Background: an optimization exercise with open tools, aiming at small area, a short achievable clock period and few clock cycles. Do not read the settings as production practice. Where RTL was checked, it was by simulation tests only, not by an equivalence proof against the original.

## juniper
## JAM
module JAM (
input CLK,
input RST,
output reg [2:0] W,
output reg [2:0] J,
input [6:0] Cost,
output reg [3:0] MatchCount,
output reg [9:0] MinCost,
output reg Valid );
Size in the first run: roughly 3000 cells after synthesis, about 440 flip-flops, roughly 30 I/O pins.
export LEC_CHECK = 0
export ABC_AREA = 1
export CAP_MARGIN = 20
export CORE_MARGIN = 2
export CORE_UTILIZATION = 40
export SETUP_SLACK_MARGIN = 0.8
export SLEW_MARGIN = 20
create_clock -name core_clock -period 5.0 [get_ports {CLK}]
run.sh (not shown) runs the stock make flow with config.mk's settings and CLKGATE_MAP_FILE= SYNTH_SCRIPT=/design/flow/synth_recipe.tcl, a recipe that flattens the netlist after the stock synthesis.
Changes in onyx relative to juniper:
--- a/flow/design.v
+++ b/flow/design.v
@@ -1,18 +1,19 @@
 module JAM (
 input CLK,
 input RST,
 output reg [2:0] W,
 output reg [2:0] J,
 input [6:0] Cost,
 output reg [3:0] MatchCount,
 output reg [9:0] MinCost,
 output reg Valid );
+localparam P = 6;    
 localparam PASS1 = 3'd0, PASS2 = 3'd1, INIT = 3'd2, SEARCH = 3'd3, FIX = 3'd4, DONE = 3'd5;
 reg [2:0] ph;
 reg [6:0] v [0:7];      
 reg [6:0] u [0:7];      
 reg [2:0] arg [0:7];    
 reg [2:0] arg2 [0:7];   
 reg [7:0] big [0:7];    
 reg [9:0] S0;           
 reg [6:0] m;            
@@ -29,27 +30,31 @@
 reg [2:0] bt_d;         
 integer k;
 wire [2:0] d = W;
 wire [2:0] j = J;
 wire [2:0] dn = d + 3'd1;
 wire [6:0] vj = Vc;
 wire       c_lt_v = Cost < vj;
 wire [6:0] vmin = c_lt_v ? Cost : vj;
 wire [6:0] t = Cost - vj;
-wire       t_lt_m = (j == 3'd0) || (t < m);
-wire [6:0] mnew = t_lt_m ? t : m;
+wire [6:0] tp = (ph == PASS1 && c_lt_v) ? 7'd0 : t;
+wire       t_lt_m = (j == 3'd0) || (tp < m);
+wire [6:0] mnew = t_lt_m ? tp : m;
 wire [2:0] amnew = t_lt_m ? j : am;
-wire       t_lt_m2 = (j == 3'd1) || (t < m2);
-wire [6:0] m2new = t_lt_m ? m : t_lt_m2 ? t : m2;
+wire       t_lt_m2 = (j == 3'd1) || (tp < m2);
+wire [6:0] m2new = t_lt_m ? m : t_lt_m2 ? tp : m2;
 wire [2:0] am2new = t_lt_m ? am : t_lt_m2 ? j : am2;
 wire signed [11:0] ts = {5'd0, t};
-wire       prune = ts > R;
-wire       better = ts < R;
+wire signed [11:0] vc_s = {5'd0, Vc};
+wire signed [11:0] Z = R + vc_s;
+wire signed [11:0] cost_s = {5'd0, Cost};
+wire       prune = cost_s > Z;
+wire       better = cost_s < Z;
 wire       leaf = (d == 3'd7);
 reg [7:0] used;          
 wire [2:0] argd = arg[d];
 wire [6:0] ud = u[d];
 reg [6:0] Un;           
 wire signed [11:0] un_s = {5'd0, Un};
 reg [2:0] argn;          
 reg [2:0] arg2n;         
 reg [2:0] argn2;         
@@ -121,53 +126,54 @@
 reg [7:0] used_bt;
 always @(*) begin
 	used_bt = 8'd0;
 	for (k = 0; k < 7; k = k + 1)
 		if (k < bt_d) used_bt = used_bt | (8'd1 << a[k]);
 end
 wire [6:0] v_bt = v[nxj[bt_d]];
 wire [9:0] Sd = MinCost - R[9:0];    
 wire descend = !leaf && !prune;
-wire sibling = !leaf && !(first2 && prune) && has_nx;
+wire sibling = !leaf && !(first2 && prune && d < P) && has_nx;
 always @(posedge CLK or posedge RST) begin
 	if (RST) begin
 		ph <= PASS1;
 		W <= 3'd0;
 		J <= 3'd0;
 		Valid <= 1'b0;
 		MinCost <= 10'h3ff;
 		MatchCount <= 4'd0;
 		S0 <= 10'd0;
 		bt_ok <= 1'b0;
 		bt_d <= 3'd0;
 	end else begin
 		case (ph)
 		PASS1: begin
 			{W, J} <= {W, J} + 6'd1;
+			if (d > P && j == 3'd0) S0 <= S0 + {3'd0, m};    
 			if (d == 3'd7 && j == 3'd7) ph <= PASS2;
 		end
 		PASS2: begin
 			{W, J} <= {W, J} + 6'd1;
-			if (d == 3'd0) S0 <= S0 + {3'd0, vj};
+			if (d == 3'd1) S0 <= S0 + {3'd0, vj};
 			else if (j == 3'd0 && d != 3'd1) S0 <= S0 + {3'd0, m};    
-			if (d == 3'd7 && j == 3'd7) ph <= INIT;
+			if (d == P - 1 && j == 3'd7) ph <= INIT;
 		end
 		INIT: begin
 			S0 <= S0 + {3'd0, m};    
 			W <= 3'd0;
 			J <= arg[0];
 			bt_ok <= 1'b0;
 			ph <= FIX;
 		end
 		SEARCH: begin
 			if (leaf) begin
 				if (better) begin
-					MinCost <= Sd + {3'd0, t};
+					MinCost <= (MinCost - Z[9:0]) + {3'd0, Cost};    
 					MatchCount <= 4'd1;
 				end else if (!prune)
 					MatchCount <= MatchCount + 4'd1;
 			end
 			if (descend) begin
 				W <= dn;
 				J <= jdesc;
 				if (has_nx) begin
 					bt_ok <= 1'b1;
@@ -190,50 +196,50 @@
 		default: ;
 		endcase
 	end
 end
 always @(posedge CLK) begin
 	if (ph == PASS1) begin
 		if (d == 3'd0) v[j] <= Cost;
 		else v[j] <= vmin;
 	end
-	if (ph == PASS2) begin
+	if (ph == PASS2 || (ph == PASS1 && d >= P)) begin
 		m <= mnew;
 		am <= amnew;
 		m2 <= m2new;
 		am2 <= am2new;
-		big[d][j] <= (t[6:5] != 2'd0);
+		big[d][j] <= (tp[6:5] != 2'd0);
 		if (j == 3'd7) begin
 			u[d] <= mnew;
 			arg[d] <= amnew;
 			arg2[d] <= am2new;
 		end
 	end
 	if (ph == INIT) begin
-		S[0] <= S0 + {3'd0, m};
+		S[0] <= S0 + {3'd0, m};    
 		Un <= u[1];
 		argn <= arg[1];
 		arg2n <= arg2[1];
 		used <= 8'd0;
 	end
 	if (ph == FIX)
 		R <= Rbt;
 	if (ph == PASS1 || ph == PASS2 || ph == INIT)
 		Vc <= v_sib;
 	if (ph == SEARCH) begin
 		if (!leaf) begin
 			a[d] <= j;
 			nxj[d] <= nx;
 			hn[d] <= has_nx;
 			S[d] <= Sd;
 		end
 		if (descend) begin
-			R <= (R + un_s) - ts;
+			R <= (Z + un_s) - cost_s;    
 			Un <= un2;
 			argn <= argn2;
 			arg2n <= arg2n2;
 			used <= used2;
 			Vc <= v_desc;
 		end else if (sibling)
 			Vc <= v_sib;
 		else begin
 			R <= Rbt;
==> run notes <==
The final layout from onyx, which completed every stage, passed the timing, design-rule and antenna checks at the end of the flow. On mean instance size in the synthesized netlist, onyx tracks juniper almost exactly. In the tables for juniper and onyx, number of instances in the synthesized netlist reads higher with onyx. Portion of the layout cell area used by non-clock buffers for onyx is higher than for juniper. Compared with juniper, in onyx number of core rows grew by 2, all-layer global routing usage shrank by 0.51 points, shortest clock period the worst path allows after layout rose by 0.099 ns. juniper reports its slowest library cell on the worst path as fa_2 while onyx reports edfxtp_1. Placed cell area: onyx higher than juniper. Non-filler instance count after layout was lower in the run labelled juniper. A critical path class of register to register is what onyx shows, while input pin to register belongs to juniper. Compared with juniper, in onyx critical path depth rose by 2. The largest cell class by area comes out multi-input combinational cells in one run and flip-flops and latches in the other, namely in onyx and juniper respectively. Top routing layer in use = met4: juniper; top routing layer in use = met5: onyx.
No functional check of the RTL was part of any run of this note.

---

The RTL this note starts from:
==> flow/design.v <==
module JAM (
input CLK,
input RST,
output reg [2:0] W,
output reg [2:0] J,
input [6:0] Cost,
output reg [3:0] MatchCount,
output reg [9:0] MinCost,
output reg Valid );
localparam P = 6;    
localparam PASS1 = 3'd0, PASS2 = 3'd1, INIT = 3'd2, SEARCH = 3'd3, FIX = 3'd4, DONE = 3'd5;
reg [2:0] ph;
reg [6:0] v [0:7];      
reg [6:0] u [0:7];      
reg [2:0] arg [0:7];    
reg [2:0] arg2 [0:7];   
reg [7:0] big [0:7];    
reg [9:0] S0;           
reg [6:0] m;            
reg [2:0] am;           
reg [6:0] m2;           
reg [2:0] am2;          
reg [6:0] Vc;           
reg signed [11:0] R;    
reg [9:0] S [0:6];      
reg [2:0] a [0:6];      
reg [2:0] nxj [0:6];    
reg [6:0] hn;           
reg       bt_ok;        
reg [2:0] bt_d;         
integer k;
wire [2:0] d = W;
wire [2:0] j = J;
wire [2:0] dn = d + 3'd1;
wire [6:0] vj = Vc;
wire       c_lt_v = Cost < vj;
wire [6:0] vmin = c_lt_v ? Cost : vj;
wire [6:0] t = Cost - vj;
wire [6:0] tp = (ph == PASS1 && c_lt_v) ? 7'd0 : t;
wire       t_lt_m = (j == 3'd0) || (tp < m);
wire [6:0] mnew = t_lt_m ? tp : m;
wire [2:0] amnew = t_lt_m ? j : am;
wire       t_lt_m2 = (j == 3'd1) || (tp < m2);
wire [6:0] m2new = t_lt_m ? m : t_lt_m2 ? tp : m2;
wire [2:0] am2new = t_lt_m ? am : t_lt_m2 ? j : am2;
wire signed [11:0] ts = {5'd0, t};
wire       leaf = (d == 3'd7);
reg [7:0] used;          
wire [2:0] argd = arg[d];
wire [6:0] ud = u[d];
reg [6:0] Un;           
wire signed [11:0] un_s = {5'd0, Un};
reg [2:0] argn;          
reg [2:0] arg2n;         
reg [2:0] argn2;         
reg [2:0] arg2n2;        
always @(*) begin
	argn2 = arg[0];
	arg2n2 = arg2[0];
	for (k = 0; k < 6; k = k + 1)
		if (d == k) begin
			argn2 = arg[k + 2];
			arg2n2 = arg2[k + 2];
		end
end
reg [6:0] un2;          
always @(*) begin
	un2 = u[0];
	for (k = 0; k < 6; k = k + 1)
		if (d == k) un2 = u[k + 2];
end
wire       is_top = (j == argd);
wire       skipok = R < 12'sd32;
wire [2:0] arg2d = arg2[d];
wire       is_sec = (j == arg2d);
wire       first2 = is_top | is_sec;
wire [7:0] bigd = big[d];
reg [7:0] gt;
always @(*) begin
	for (k = 0; k < 8; k = k + 1) gt[k] = first2 | (k > j);
end
wire [7:0] cand = ~used & ~(8'd1 << argd) & ~(8'd1 << arg2d) & gt & ~(bigd & {8{skipok}});
wire       sec_ok = is_top && !used[arg2d] && !(bigd[arg2d] && skipok);
wire       has_nx = sec_ok || (|cand);
reg  [2:0] nx0;
always @(*) begin
	nx0 = 3'd0;
	for (k = 7; k >= 0; k = k - 1) if (cand[k]) nx0 = k;
end
wire [2:0] nx = sec_ok ? arg2d : nx0;
wire [2:0] jsib = (ph == SEARCH) ? nx : (ph == INIT) ? arg[0] : j + 3'd1;
wire [6:0] v_sib = v[jsib];
wire [7:0] used2 = used | (8'd1 << j);
reg  [2:0] fu;
always @(*) begin
	fu = 3'd0;
	for (k = 7; k >= 0; k = k - 1) if (!used2[k]) fu = k;
end
wire       argn_free = !used2[argn];
wire       arg2n_free = !used2[arg2n];
wire [2:0] jdesc = argn_free ? argn : arg2n_free ? arg2n : fu;
wire [6:0] v_desc = v[jdesc];
reg       bt_ok2;
reg [2:0] bt_d2;
always @(*) begin
	bt_ok2 = 1'b0;
	bt_d2 = 3'd0;
	for (k = 0; k < 7; k = k + 1)
		if (hn[k] && k < bt_d) begin
			bt_ok2 = 1'b1;
			bt_d2 = k;
		end
end
wire [2:0] rd = (ph == FIX) ? d : bt_d;
wire signed [11:0] mc_s = {2'd0, MinCost};
wire signed [11:0] sbt_s = {2'd0, S[rd]};
wire signed [11:0] Rbt = mc_s - sbt_s;
wire [6:0] u_bt = u[bt_d + 3'd1];
wire [2:0] arg_bt = arg[bt_d + 3'd1];
wire [2:0] arg2_bt = arg2[bt_d + 3'd1];
reg [7:0] used_bt;
always @(*) begin
	used_bt = 8'd0;
	for (k = 0; k < 7; k = k + 1)
		if (k < bt_d) used_bt = used_bt | (8'd1 << a[k]);
end
wire [6:0] v_bt = v[nxj[bt_d]];
wire [9:0] Sd = MinCost - R[9:0];    
wire [12:0] pa = {6'd0, Cost};
wire [12:0] pb = ~{6'd0, Vc};
wire [12:0] pc = ~{R[11], R};
wire [12:0] ps = pa ^ pb ^ pc;
wire [12:0] pcy = {(pa[11:0] & pb[11:0]) | (pa[11:0] & pc[11:0]) | (pb[11:0] & pc[11:0]), 1'b1};
wire [12:0] pd = ps + pcy;
wire       prune = !pd[12];
wire [12:0] ba = {R[11], R};
wire [12:0] bb = {6'd0, Vc};
wire [12:0] bc = ~{6'd0, Cost};
wire [12:0] bs = ba ^ bb ^ bc;
wire [12:0] bcy = {(ba[11:0] & bb[11:0]) | (ba[11:0] & bc[11:0]) | (bb[11:0] & bc[11:0]), 1'b0};
wire [12:0] bd = bs + bcy;
wire       better = !bd[12];
wire [11:0] r1x = R;
wire [11:0] r1y = {5'd0, Un};
wire [11:0] r1z = {5'd0, Vc};
wire [11:0] r1s = r1x ^ r1y ^ r1z;
wire [11:0] r1c = {(r1x[10:0] & r1y[10:0]) | (r1x[10:0] & r1z[10:0]) | (r1y[10:0] & r1z[10:0]), 1'b0};
wire [11:0] r2w = ~{5'd0, Cost};
wire [11:0] r2s = r1s ^ r1c ^ r2w;
wire [11:0] r2c = {(r1s[10:0] & r1c[10:0]) | (r1s[10:0] & r2w[10:0]) | (r1c[10:0] & r2w[10:0]), 1'b1};
wire [11:0] Rdesc = r2s + r2c;
wire [9:0] m1x = MinCost;
wire [9:0] m1y = ~R[9:0];
wire [9:0] m1z = ~{3'd0, Vc};
wire [9:0] m1s = m1x ^ m1y ^ m1z;
wire [9:0] m1c = {(m1x[8:0] & m1y[8:0]) | (m1x[8:0] & m1z[8:0]) | (m1y[8:0] & m1z[8:0]), 1'b1};
wire [9:0] m2w = {3'd0, Cost};
wire [9:0] m2s = m1s ^ m1c ^ m2w;
wire [9:0] m2c = {(m1s[8:0] & m1c[8:0]) | (m1s[8:0] & m2w[8:0]) | (m1c[8:0] & m2w[8:0]), 1'b1};
wire [9:0] leafcost = m2s + m2c;
wire descend = !leaf && !prune;
wire sibling = !leaf && !(first2 && prune && d < P) && has_nx;
always @(posedge CLK or posedge RST) begin
	if (RST) begin
		ph <= PASS1;
		W <= 3'd0;
		J <= 3'd0;
		Valid <= 1'b0;
		MinCost <= 10'h3ff;
		MatchCount <= 4'd0;
		S0 <= 10'd0;
		bt_ok <= 1'b0;
		bt_d <= 3'd0;
	end else begin
		case (ph)
		PASS1: begin
			{W, J} <= {W, J} + 6'd1;
			if (d > P && j == 3'd0) S0 <= S0 + {3'd0, m};    
			if (d == 3'd7 && j == 3'd7) ph <= PASS2;
		end
		PASS2: begin
			{W, J} <= {W, J} + 6'd1;
			if (d == 3'd1) S0 <= S0 + {3'd0, vj};
			else if (j == 3'd0 && d != 3'd1) S0 <= S0 + {3'd0, m};    
			if (d == P - 1 && j == 3'd7) ph <= INIT;
		end
		INIT: begin
			S0 <= S0 + {3'd0, m};    
			W <= 3'd0;
			J <= arg[0];
			bt_ok <= 1'b0;
			ph <= FIX;
		end
		SEARCH: begin
			if (leaf) begin
				if (better) begin
					MinCost <= leafcost;
					MatchCount <= 4'd1;
				end else if (!prune)
					MatchCount <= MatchCount + 4'd1;
			end
			if (descend) begin
				W <= dn;
				J <= jdesc;
				if (has_nx) begin
					bt_ok <= 1'b1;
					bt_d <= d;
				end
			end else if (sibling)
				J <= nx;
			else if (bt_ok) begin
				W <= bt_d;
				J <= nxj[bt_d];
				bt_ok <= bt_ok2;
				bt_d <= bt_d2;
				if (leaf && better) ph <= FIX;
			end else begin
				ph <= DONE;
				Valid <= 1'b1;
			end
		end
		FIX: ph <= SEARCH;
		default: ;
		endcase
	end
end
always @(posedge CLK) begin
	if (ph == PASS1) begin
		if (d == 3'd0) v[j] <= Cost;
		else v[j] <= vmin;
	end
	if (ph == PASS2 || (ph == PASS1 && d >= P)) begin
		m <= mnew;
		am <= amnew;
		m2 <= m2new;
		am2 <= am2new;
		big[d][j] <= (tp[6:5] != 2'd0);
		if (j == 3'd7) begin
			u[d] <= mnew;
			arg[d] <= amnew;
			arg2[d] <= am2new;
		end
	end
	if (ph == INIT) begin
		S[0] <= S0 + {3'd0, m};    
		Un <= u[1];
		argn <= arg[1];
		arg2n <= arg2[1];
		used <= 8'd0;
	end
	if (ph == FIX)
		R <= Rbt;
	if (ph == PASS1 || ph == PASS2 || ph == INIT)
		Vc <= v_sib;
	if (ph == SEARCH) begin
		if (!leaf) begin
			a[d] <= j;
			nxj[d] <= nx;
			hn[d] <= has_nx;
			S[d] <= Sd;
		end
		if (descend) begin
			R <= Rdesc;
			Un <= un2;
			argn <= argn2;
			arg2n <= arg2n2;
			used <= used2;
			Vc <= v_desc;
		end else if (sibling)
			Vc <= v_sib;
		else begin
			R <= Rbt;
			Un <= u_bt;
			argn <= arg_bt;
			arg2n <= arg2_bt;
			used <= used_bt;
			Vc <= v_bt;
		end
	end
end
endmodule
Settings: LEC_CHECK=0, ABC_AREA=1, CAP_MARGIN=20, CORE_MARGIN=2, CORE_UTILIZATION=40, SETUP_SLACK_MARGIN=0.8, SLEW_MARGIN=20; clock period 5.0 ns.
Change:
--- a/flow/design.v
+++ b/flow/design.v
@@ -45,4 +45,6 @@
 wire [2:0] am2new = t_lt_m ? am : t_lt_m2 ? j : am2;
 wire signed [11:0] ts = {5'd0, t};
+wire       prune = ts > R;
+wire       better = ts < R;
 wire       leaf = (d == 3'd7);
 reg [7:0] used;          
@@ -127,36 +129,4 @@
 wire [6:0] v_bt = v[nxj[bt_d]];
 wire [9:0] Sd = MinCost - R[9:0];    
-wire [12:0] pa = {6'd0, Cost};
-wire [12:0] pb = ~{6'd0, Vc};
-wire [12:0] pc = ~{R[11], R};
-wire [12:0] ps = pa ^ pb ^ pc;
-wire [12:0] pcy = {(pa[11:0] & pb[11:0]) | (pa[11:0] & pc[11:0]) | (pb[11:0] & pc[11:0]), 1'b1};
-wire [12:0] pd = ps + pcy;
-wire       prune = !pd[12];
-wire [12:0] ba = {R[11], R};
-wire [12:0] bb = {6'd0, Vc};
-wire [12:0] bc = ~{6'd0, Cost};
-wire [12:0] bs = ba ^ bb ^ bc;
-wire [12:0] bcy = {(ba[11:0] & bb[11:0]) | (ba[11:0] & bc[11:0]) | (bb[11:0] & bc[11:0]), 1'b0};
-wire [12:0] bd = bs + bcy;
-wire       better = !bd[12];
-wire [11:0] r1x = R;
-wire [11:0] r1y = {5'd0, Un};
-wire [11:0] r1z = {5'd0, Vc};
-wire [11:0] r1s = r1x ^ r1y ^ r1z;
-wire [11:0] r1c = {(r1x[10:0] & r1y[10:0]) | (r1x[10:0] & r1z[10:0]) | (r1y[10:0] & r1z[10:0]), 1'b0};
-wire [11:0] r2w = ~{5'd0, Cost};
-wire [11:0] r2s = r1s ^ r1c ^ r2w;
-wire [11:0] r2c = {(r1s[10:0] & r1c[10:0]) | (r1s[10:0] & r2w[10:0]) | (r1c[10:0] & r2w[10:0]), 1'b1};
-wire [11:0] Rdesc = r2s + r2c;
-wire [9:0] m1x = MinCost;
-wire [9:0] m1y = ~R[9:0];
-wire [9:0] m1z = ~{3'd0, Vc};
-wire [9:0] m1s = m1x ^ m1y ^ m1z;
-wire [9:0] m1c = {(m1x[8:0] & m1y[8:0]) | (m1x[8:0] & m1z[8:0]) | (m1y[8:0] & m1z[8:0]), 1'b1};
-wire [9:0] m2w = {3'd0, Cost};
-wire [9:0] m2s = m1s ^ m1c ^ m2w;
-wire [9:0] m2c = {(m1s[8:0] & m1c[8:0]) | (m1s[8:0] & m2w[8:0]) | (m1c[8:0] & m2w[8:0]), 1'b1};
-wire [9:0] leafcost = m2s + m2c;
 wire descend = !leaf && !prune;
 wire sibling = !leaf && !(first2 && prune && d < P) && has_nx;
@@ -195,5 +165,5 @@
 			if (leaf) begin
 				if (better) begin
-					MinCost <= leafcost;
+					MinCost <= Sd + {3'd0, t};
 					MatchCount <= 4'd1;
 				end else if (!prune)
@@ -261,5 +231,5 @@
 		end
 		if (descend) begin
-			R <= Rdesc;
+			R <= (R + un_s) - ts;
 			Un <= un2;
 			argn <= argn2;
Effect: Synthesized cell count stays flat. Worst hold slack got worse by 24 ps. Routed wire length falls slightly. Clock skew decreases by 3.6 ps. Via count goes down slightly. Utilization goes down by 0.13 points. Die area goes down by a few percent. Count of clock-buffer cells in the layout goes up by 1.
Testbench counts after the change, summed over its fixed seeds: cycles 1,829.
For the first run of this note, only the layout was checked, not whether the RTL still works.

port drivers added, routing unchanged:
Ports are ideal in the flow. The routed layouts listed here were re-timed in OpenROAD. Step 1 (the two cells are an assumption about what drives the block):
set clk [get_ports {CLK}]
set_driving_cell -lib_cell sky130_fd_sc_hd__clkbuf_16 $clk
set_driving_cell -lib_cell sky130_fd_sc_hd__buf_2 [delete_from_list [all_inputs] $clk]
Step 2 also shifts input and output timing later by t, the mid clock arrival at the registers, as if the neighbouring blocks saw the same clock. Three values: ideal ports, drivers, drivers and shift; two values: the first two.
run | t, ns | setup slack, ns | worst hold slack (ns)
juniper | 0.674 | 0.946 / 0.990 / 0.316 | 0.523 / 0.523 / 0.523
onyx | 0.654 | 0.847 / 0.847 / 0.316 | 0.478 / 0.478 / 0.478
the first run of note 2 | 0.684 | 0.935 / 0.935 / 0.332 | 0.498 / 0.498 / 0.498
the second run of note 2 | 0.661 | 0.957 / 0.976 / 0.316 | 0.474 / 0.474 / 0.474
After both steps setup and hold are still met in every run listed. For the second run of note 2, which loses most, drivers alone change the setup slack by +0.019 ns; drivers and shift together by -0.641 ns.
